Context: an optimization exercise on an open-source flow, tuned for small area. The choices shown serve that exercise and are no tape-out recipe. Function was checked by simulation only, so behaviour that the tests miss may differ from the original. The clock port is modelled as an ideal driver; clocking choices that lean on that would not hold on a real chip. Power and IR drop assume default switching activity.

Design ddr_main, start of the top module:
module ddr_main (
    input        clk,
    input        rst,
    input        btnU,
    input        btnD,
    input        btnL,
    input        btnR,
    input  [7:0] sw,
    output [7:0] led,
    output [6:0] seg,
    output [3:0] an
);
Size: ~650 cells after synthesis, ~5400 µm² of cells after synthesis.
export LEC_CHECK = 0
export ABC_AREA = 1
export CAP_MARGIN = 20
export CORE_MARGIN = 2
export CORE_UTILIZATION = 75
export SLEW_MARGIN = 20
create_clock -name core_clock -period 16.0 [get_ports {clk}]
standard.sh (not shown) runs the stock make flow with config.mk's settings and CLKGATE_MAP_FILE= SYNTH_SCRIPT=/design/flow/synth_recipe.tcl, a recipe that flattens the netlist after the stock synthesis.
==> flow/flow/run.sh <==
#!/bin/bash
# Own layout flow: the standard synthesis, then an area re-mapping of the
# combinational logic (registers untouched), then the standard layout steps
# with the clock tree built without dummy loads.
set -euo pipefail
W=$(pwd)
R=$W/orfs/results/${FLOW_PLATFORM}/ddr_main/base
YOSYS=yosys
if ! command -v yosys >/dev/null 2>&1; then
  YOSYS=$FLOW_HOME/../tools/install/yosys/bin/yosys
fi

bash standard.sh synth > $W/log_synth.txt 2>&1
cp $R/1_2_yosys.v $W/standard_synth.v
# Re-map the combinational logic with several ABC scripts in parallel and
# keep the smallest netlist.
R2="balance; rewrite; refactor; balance; rewrite; rewrite -z; balance; refactor -z; rewrite -z; balance"
mkdir -p $W/reopt
SCRIPTS="$W/flow/area.abc $W/flow/area_lut.abc"
for seed in ${DEEP_SEEDS:-$(seq 1 40)}; do
  printf "strash\n$R2\n&get -n\n&deepsyn -S $seed -T ${DEEP_T:-30}\n&put\ndch -f\namap\n" > $W/reopt/deep$seed.abc
  SCRIPTS="$SCRIPTS $W/reopt/deep$seed.abc"
done
n=0
for sc in $SCRIPTS; do
  n=$((n+1))
  REOPT_IN=$W/standard_synth.v REOPT_OUT=$W/reopt/r$n.v REOPT_ABC=$sc \
    $YOSYS -c $W/flow/reopt.tcl > $W/reopt/log_r$n.txt 2>&1 &
  if (( n % ${NUM_CORES:-4} == 0 )); then wait; fi
done
wait
best=""
best_area=1e18
for f in $W/reopt/r*.v; do
  a=$(sed -n "s/.*Chip area for module '.ddr_main': \([0-9.]*\).*/\1/p" $f.after.txt)
  echo "$f $a" >> $W/log_reopt.txt
  if awk "BEGIN{exit !($a < $best_area)}"; then best=$f; best_area=$a; fi
done
echo "best $best $best_area" >> $W/log_reopt.txt
cp $best $W/reopt.v
cp $W/reopt.v $R/1_2_yosys.v
touch $R/1_2_yosys.v

CTS="-sink_clustering_enable -repair_clock_nets -dont_use_dummy_load"
CTS="$CTS -buf_list sky130_fd_sc_hd__clkbuf_8 -sink_clustering_size 40 -sink_clustering_max_diameter 200"
BUF="-inputs -outputs -buffer_cell sky130_fd_sc_hd__buf_1"
bash standard.sh "CTS_ARGS=$CTS" "BUFFER_PORTS_ARGS=$BUF" \
  "PRE_CTS_TCL=$W/flow/pre_cts.tcl" "CLK_SLEW_TARGET=0.095" ${STOP_AT:-finish} > $W/log_layout.txt 2>&1
Other scripts of this flow, unchanged in this note and not shown: flow/flow/area.abc, flow/flow/area_lut.abc, flow/flow/downsize.tcl, flow/flow/pre_cts.tcl, flow/flow/reopt.tcl
Edit:
--- a/flow/design.v
+++ b/flow/design.v
@@ -62,35 +62,50 @@
 reg nb;
 always @(posedge clk)
     if (s_reset) begin
         rr <= sw[7:1];
         nb <= 1'b0;
     end else if (tick) begin
         nb <= ~(rr[6] ^ rr[5]);
         rr <= {nb, rr[6:1]};
     end
+reg [3:0] rhi;    
+always @* begin
+    case (rr[6:4])
+        3'd0: rhi = 4'd0;
+        3'd1: rhi = 4'd5;
+        3'd2: rhi = 4'd10;
+        3'd3: rhi = 4'd4;
+        3'd4: rhi = 4'd9;
+        3'd5: rhi = 4'd3;
+        3'd6: rhi = 4'd8;
+        default: rhi = 4'd2;
+    endcase
+end
+wire [4:0] rsum = rhi + rr[3:0];    
+wire [4:0] rmod = (rsum >= 5'd22) ? rsum - 5'd22 : (rsum >= 5'd11) ? rsum - 5'd11 : rsum;
 reg [3:0] next_mask;
-wire [3:0] next_nmask = ~next_mask;
 always @* begin
-    case (rr % 7'd11)
-        7'd0:  next_mask = 4'b1000;
-        7'd1:  next_mask = 4'b0100;
-        7'd2:  next_mask = 4'b0010;
-        7'd3:  next_mask = 4'b0001;
-        7'd4:  next_mask = 4'b1100;
-        7'd5:  next_mask = 4'b1010;
-        7'd6:  next_mask = 4'b1001;
-        7'd7:  next_mask = 4'b0110;
-        7'd8:  next_mask = 4'b0101;
-        7'd9:  next_mask = 4'b0011;
+    case (rmod)
+        5'd0:  next_mask = 4'b1000;
+        5'd1:  next_mask = 4'b0100;
+        5'd2:  next_mask = 4'b0010;
+        5'd3:  next_mask = 4'b0001;
+        5'd4:  next_mask = 4'b1100;
+        5'd5:  next_mask = 4'b1010;
+        5'd6:  next_mask = 4'b1001;
+        5'd7:  next_mask = 4'b0110;
+        5'd8:  next_mask = 4'b0101;
+        5'd9:  next_mask = 4'b0011;
         default: next_mask = 4'b0000;
     endcase
 end
+wire [3:0] next_nmask = ~next_mask;
 reg [2:1] pm;    
 reg pm0, isM;    
 always @(posedge clk) begin
     if (rst)
         pm <= 0;
     else
         pm <= {met, pm[2]};
     pm0 <= pm[1];
     isM <= ~pm0 & pm[1];
The changed run completed with no timing, DRC or antenna violations.
Clock power went up by about 4%.
Power went up by 9.5%.
Die area went down by 0.75%.
Core utilization went down by 0.47 points.
Register-to-register slack got worse by 0.43 ns.
Via count went down by 1.5%.

========
## run a
Another version of the RTL of ddr_main (not shown whole).
Size: roughly 680 cells after synthesis, about 33 I/O pins.
## ddr_main
module ddr_main (
    input        clk,
    input        rst,
    input        btnU,
    input        btnD,
    input        btnL,
    input        btnR,
    input  [7:0] sw,
    output [7:0] led,
    output [6:0] seg,
    output [3:0] an
);
localparam [1:0] ST_GAME = 2'd0, ST_PAUSE = 2'd1, ST_RESET = 2'd2;
reg [1:0] state;
wire s_game  = (state == ST_GAME);
wire s_pause = (state == ST_PAUSE);
wire s_reset = (state == ST_RESET);
reg [2:1] pu, pd, pl, pr;    
reg pu0, pd0, pl0, pr0;      
reg isUn, isDn, isLn, isRn;  
always @(posedge clk)
    if (rst) begin
        pu <= 0; pd <= 0; pl <= 0; pr <= 0;
    end else begin
        pu <= {btnU, pu[2]};
        pd <= {btnD, pd[2]};
        pl <= {btnL, pl[2]};
        pr <= {btnR, pr[2]};
    end
always @(posedge clk) begin
    pu0 <= pu[1]; pd0 <= pd[1]; pl0 <= pl[1]; pr0 <= pr[1];
    isUn <= pu0 | ~pu[1];
    isDn <= pd0 | ~pd[1];
    isLn <= pl0 | ~pl[1];
    isRn <= pr0 | ~pr[1];
end
wire isU = ~isUn, isD = ~isDn, isL = ~isLn, isR = ~isRn;
wire game_rst = pr[2] | pr[1];
wire combo_en = pl[1] | pl0;
always @(posedge clk)
    if (rst)
        state <= ST_RESET;
    else
        state <= sw[0] ? (game_rst ? ST_RESET : ST_PAUSE) : ST_GAME;
reg ddv, den;
reg [7:0] dvn;    
wire [7:0] dv = ~dvn;
always @(posedge clk) begin
    if (rst || s_reset) begin
        den <= 1'b0;
        dvn <= 8'hff;
    end else begin
        den <= ddv;
        if (den) dvn <= ~{dv[6:0], dv[7] ^ dv[5] ^ dv[4] ^ dv[3] ^ (dv[6:0] == 7'd0)};
    end
    ddv <= ~s_reset & ~ddv;
end
wire met  = |dv;                  
wire tick = (dv == 8'd1) & ddv;   
reg [6:0] rrn;
reg nbn;
wire [6:0] rr = ~rrn;
always @(posedge clk)
    if (s_reset) begin
        rrn <= ~sw[7:1];
        nbn <= 1'b1;
    end else if (tick) begin
        nbn <= rrn[6] ^ rrn[5];
        rrn <= {nbn, rrn[6:1]};
    end
reg [3:0] next_mask;
wire [3:0] next_nmask = ~next_mask;
always @* begin
    case (rr % 7'd11)
        7'd0:  next_mask = 4'b1000;
        7'd1:  next_mask = 4'b0100;
        7'd2:  next_mask = 4'b0010;
        7'd3:  next_mask = 4'b0001;
        7'd4:  next_mask = 4'b1100;
        7'd5:  next_mask = 4'b1010;
        7'd6:  next_mask = 4'b1001;
  ...
Settings: LEC_CHECK=0, ABC_AREA=1, CAP_MARGIN=20, CORE_MARGIN=2, CORE_UTILIZATION=75, SLEW_MARGIN=20; clock period 16.0 ns.
==> flow/flow/run.sh <==
#!/bin/bash
# Own layout flow: the standard synthesis, then an area re-mapping of the
# combinational logic (registers untouched), then the standard layout steps
# with the clock tree built without dummy loads.
set -euo pipefail
W=$(pwd)
R=$W/orfs/results/${FLOW_PLATFORM}/ddr_main/base
YOSYS=yosys
if ! command -v yosys >/dev/null 2>&1; then
  YOSYS=$FLOW_HOME/../tools/install/yosys/bin/yosys
fi

bash standard.sh synth > $W/log_synth.txt 2>&1
cp $R/1_2_yosys.v $W/standard_synth.v
# Re-map the combinational logic with several ABC scripts in parallel and
# keep the smallest netlist.
R2="balance; rewrite; refactor; balance; rewrite; rewrite -z; balance; refactor -z; rewrite -z; balance"
mkdir -p $W/reopt
SCRIPTS="$W/flow/area.abc $W/flow/area_lut.abc"
for seed in ${DEEP_SEEDS:-$(seq 1 22)}; do
  printf "strash\n$R2\n&get -n\n&deepsyn -S $seed -T ${DEEP_T:-30}\n&put\ndch -f\namap\n" > $W/reopt/deep$seed.abc
  SCRIPTS="$SCRIPTS $W/reopt/deep$seed.abc"
done
n=0
for sc in $SCRIPTS; do
  n=$((n+1))
  REOPT_IN=$W/standard_synth.v REOPT_OUT=$W/reopt/r$n.v REOPT_ABC=$sc \
    $YOSYS -c $W/flow/reopt.tcl > $W/reopt/log_r$n.txt 2>&1 &
  if (( n % ${NUM_CORES:-4} == 0 )); then wait; fi
done
wait
best=""
best_area=1e18
for f in $W/reopt/r*.v; do
  a=$(sed -n "s/.*Chip area for module '.ddr_main': \([0-9.]*\).*/\1/p" $f.after.txt)
  echo "$f $a" >> $W/log_reopt.txt
  if awk "BEGIN{exit !($a < $best_area)}"; then best=$f; best_area=$a; fi
done
echo "best $best $best_area" >> $W/log_reopt.txt
cp $best $W/reopt.v
cp $W/reopt.v $R/1_2_yosys.v
touch $R/1_2_yosys.v

CTS="-sink_clustering_enable -repair_clock_nets -dont_use_dummy_load"
CTS="$CTS -buf_list sky130_fd_sc_hd__clkbuf_8 -sink_clustering_size 40 -sink_clustering_max_diameter 200"
BUF="-inputs -outputs -buffer_cell sky130_fd_sc_hd__buf_1"
bash standard.sh "CTS_ARGS=$CTS" "BUFFER_PORTS_ARGS=$BUF" \
  "PRE_CTS_TCL=$W/flow/pre_cts.tcl" "CLK_SLEW_TARGET=0.095" ${STOP_AT:-finish} > $W/log_layout.txt 2>&1
Other scripts of this flow, unchanged in this note and not shown: flow/flow/area.abc, flow/flow/area_lut.abc, flow/flow/downsize.tcl, flow/flow/pre_cts.tcl, flow/flow/reopt.tcl
Run a ended with every stage complete and zero timing, DRC or antenna violations.
Input-level comparison between run b and run a:
--- a/flow/design.v
+++ b/flow/design.v
@@ -53,44 +53,58 @@
     end else begin
         den <= ddv;
         if (den) dvn <= ~{dv[6:0], dv[7] ^ dv[5] ^ dv[4] ^ dv[3] ^ (dv[6:0] == 7'd0)};
     end
     ddv <= ~s_reset & ~ddv;
 end
 wire met  = |dv;                  
 wire tick = (dv == 8'd1) & ddv;   
-reg [6:0] rrn;
-reg nbn;
-wire [6:0] rr = ~rrn;
+reg [6:0] rr;
+reg nb;
 always @(posedge clk)
     if (s_reset) begin
-        rrn <= ~sw[7:1];
-        nbn <= 1'b1;
+        rr <= sw[7:1];
+        nb <= 1'b0;
     end else if (tick) begin
-        nbn <= rrn[6] ^ rrn[5];
-        rrn <= {nbn, rrn[6:1]};
+        nb <= ~(rr[6] ^ rr[5]);
+        rr <= {nb, rr[6:1]};
     end
+reg [3:0] rhi;    
+always @* begin
+    case (rr[6:4])
+        3'd0: rhi = 4'd0;
+        3'd1: rhi = 4'd5;
+        3'd2: rhi = 4'd10;
+        3'd3: rhi = 4'd4;
+        3'd4: rhi = 4'd9;
+        3'd5: rhi = 4'd3;
+        3'd6: rhi = 4'd8;
+        default: rhi = 4'd2;
+    endcase
+end
+wire [4:0] rsum = rhi + rr[3:0];    
+wire [4:0] rmod = (rsum >= 5'd22) ? rsum - 5'd22 : (rsum >= 5'd11) ? rsum - 5'd11 : rsum;
 reg [3:0] next_mask;
-wire [3:0] next_nmask = ~next_mask;
 always @* begin
-    case (rr % 7'd11)
-        7'd0:  next_mask = 4'b1000;
-        7'd1:  next_mask = 4'b0100;
-        7'd2:  next_mask = 4'b0010;
-        7'd3:  next_mask = 4'b0001;
-        7'd4:  next_mask = 4'b1100;
-        7'd5:  next_mask = 4'b1010;
-        7'd6:  next_mask = 4'b1001;
-        7'd7:  next_mask = 4'b0110;
-        7'd8:  next_mask = 4'b0101;
-        7'd9:  next_mask = 4'b0011;
+    case (rmod)
+        5'd0:  next_mask = 4'b1000;
+        5'd1:  next_mask = 4'b0100;
+        5'd2:  next_mask = 4'b0010;
+        5'd3:  next_mask = 4'b0001;
+        5'd4:  next_mask = 4'b1100;
+        5'd5:  next_mask = 4'b1010;
+        5'd6:  next_mask = 4'b1001;
+        5'd7:  next_mask = 4'b0110;
+        5'd8:  next_mask = 4'b0101;
+        5'd9:  next_mask = 4'b0011;
         default: next_mask = 4'b0000;
     endcase
 end
+wire [3:0] next_nmask = ~next_mask;
 reg [2:1] pm;    
 reg pm0, isM;    
 always @(posedge clk) begin
     if (rst)
         pm <= 0;
     else
         pm <= {met, pm[2]};
     pm0 <= pm[1];
Notes after the runs:
The maximum vdd drop of run b was superior to that of run a. Relative area change from synthesis to final layout on run b is up relative to run a. Of the two values seen for master of the slowest instance on the critical path, sky130_fd_sc_hd__dfxtp_1 was produced by run b and sky130_fd_sc_hd__nor2_1 by run a. Origin of the worst setup path = trkn[1]$_SDFFE_PP1P_: run a; origin of the worst setup path = trkn[0]$_SDFFE_PP1P_: run b. From run a to run b the numbers moved as follows: clock group share of total power now sits lower; cell count along the critical path now sits higher; synthesized cell count now sits lower. STATUS placed wire-length estimate after detailed placement: run b loses against run a. Summed instance area of the synthesized netlist: run b vs run a down about 1.4%. Run a → run b: total via count after detailed routing went up by 2.1%, fmax went down, power of the combinational group shows an increase of 6.6%, global-route track usage on met3 picked up an extra 1.7 points.

==> static timing again, ports no longer ideal <==
In the flow no input, the clock included, has a driving cell. The finished layouts below were timed again as built, in two steps. Step 1 (the two cells are an assumption about what drives the block):
set clk [get_ports {clk}]
set_driving_cell -lib_cell sky130_fd_sc_hd__clkbuf_16 $clk
set_driving_cell -lib_cell sky130_fd_sc_hd__buf_2 [delete_from_list [all_inputs] $clk]
Step 2 moves the port delays by t, midway between the first and last clock arrival at a register: inputs arrive t later, outputs are due t later. That takes back most of the time a late clock gives input paths. Slacks: no drivers / after step 1 / after step 2; pairs: no drivers / after step 1.
run	shift t [ns]	setup slack, ns	worst setup path at the end	clock arrival spread, ns	worst slew at a driven data input, ns
the first run of note 1	0.696	9.388 / 9.356 / 10.052	register to output	0.039 / 0.039	0.04
the second run of note 1	0.743	8.843 / 8.812 / 9.555	register to output	0.068 / 0.068	0.03
run a	0.697	9.015 / 8.986 / 9.683	register to output	0.030 / 0.030	0.04
run b	0.549	8.543 / 8.516 / 9.065	register to output	0.029 / 0.030	0.04
After both steps setup and hold are still met in every run listed.
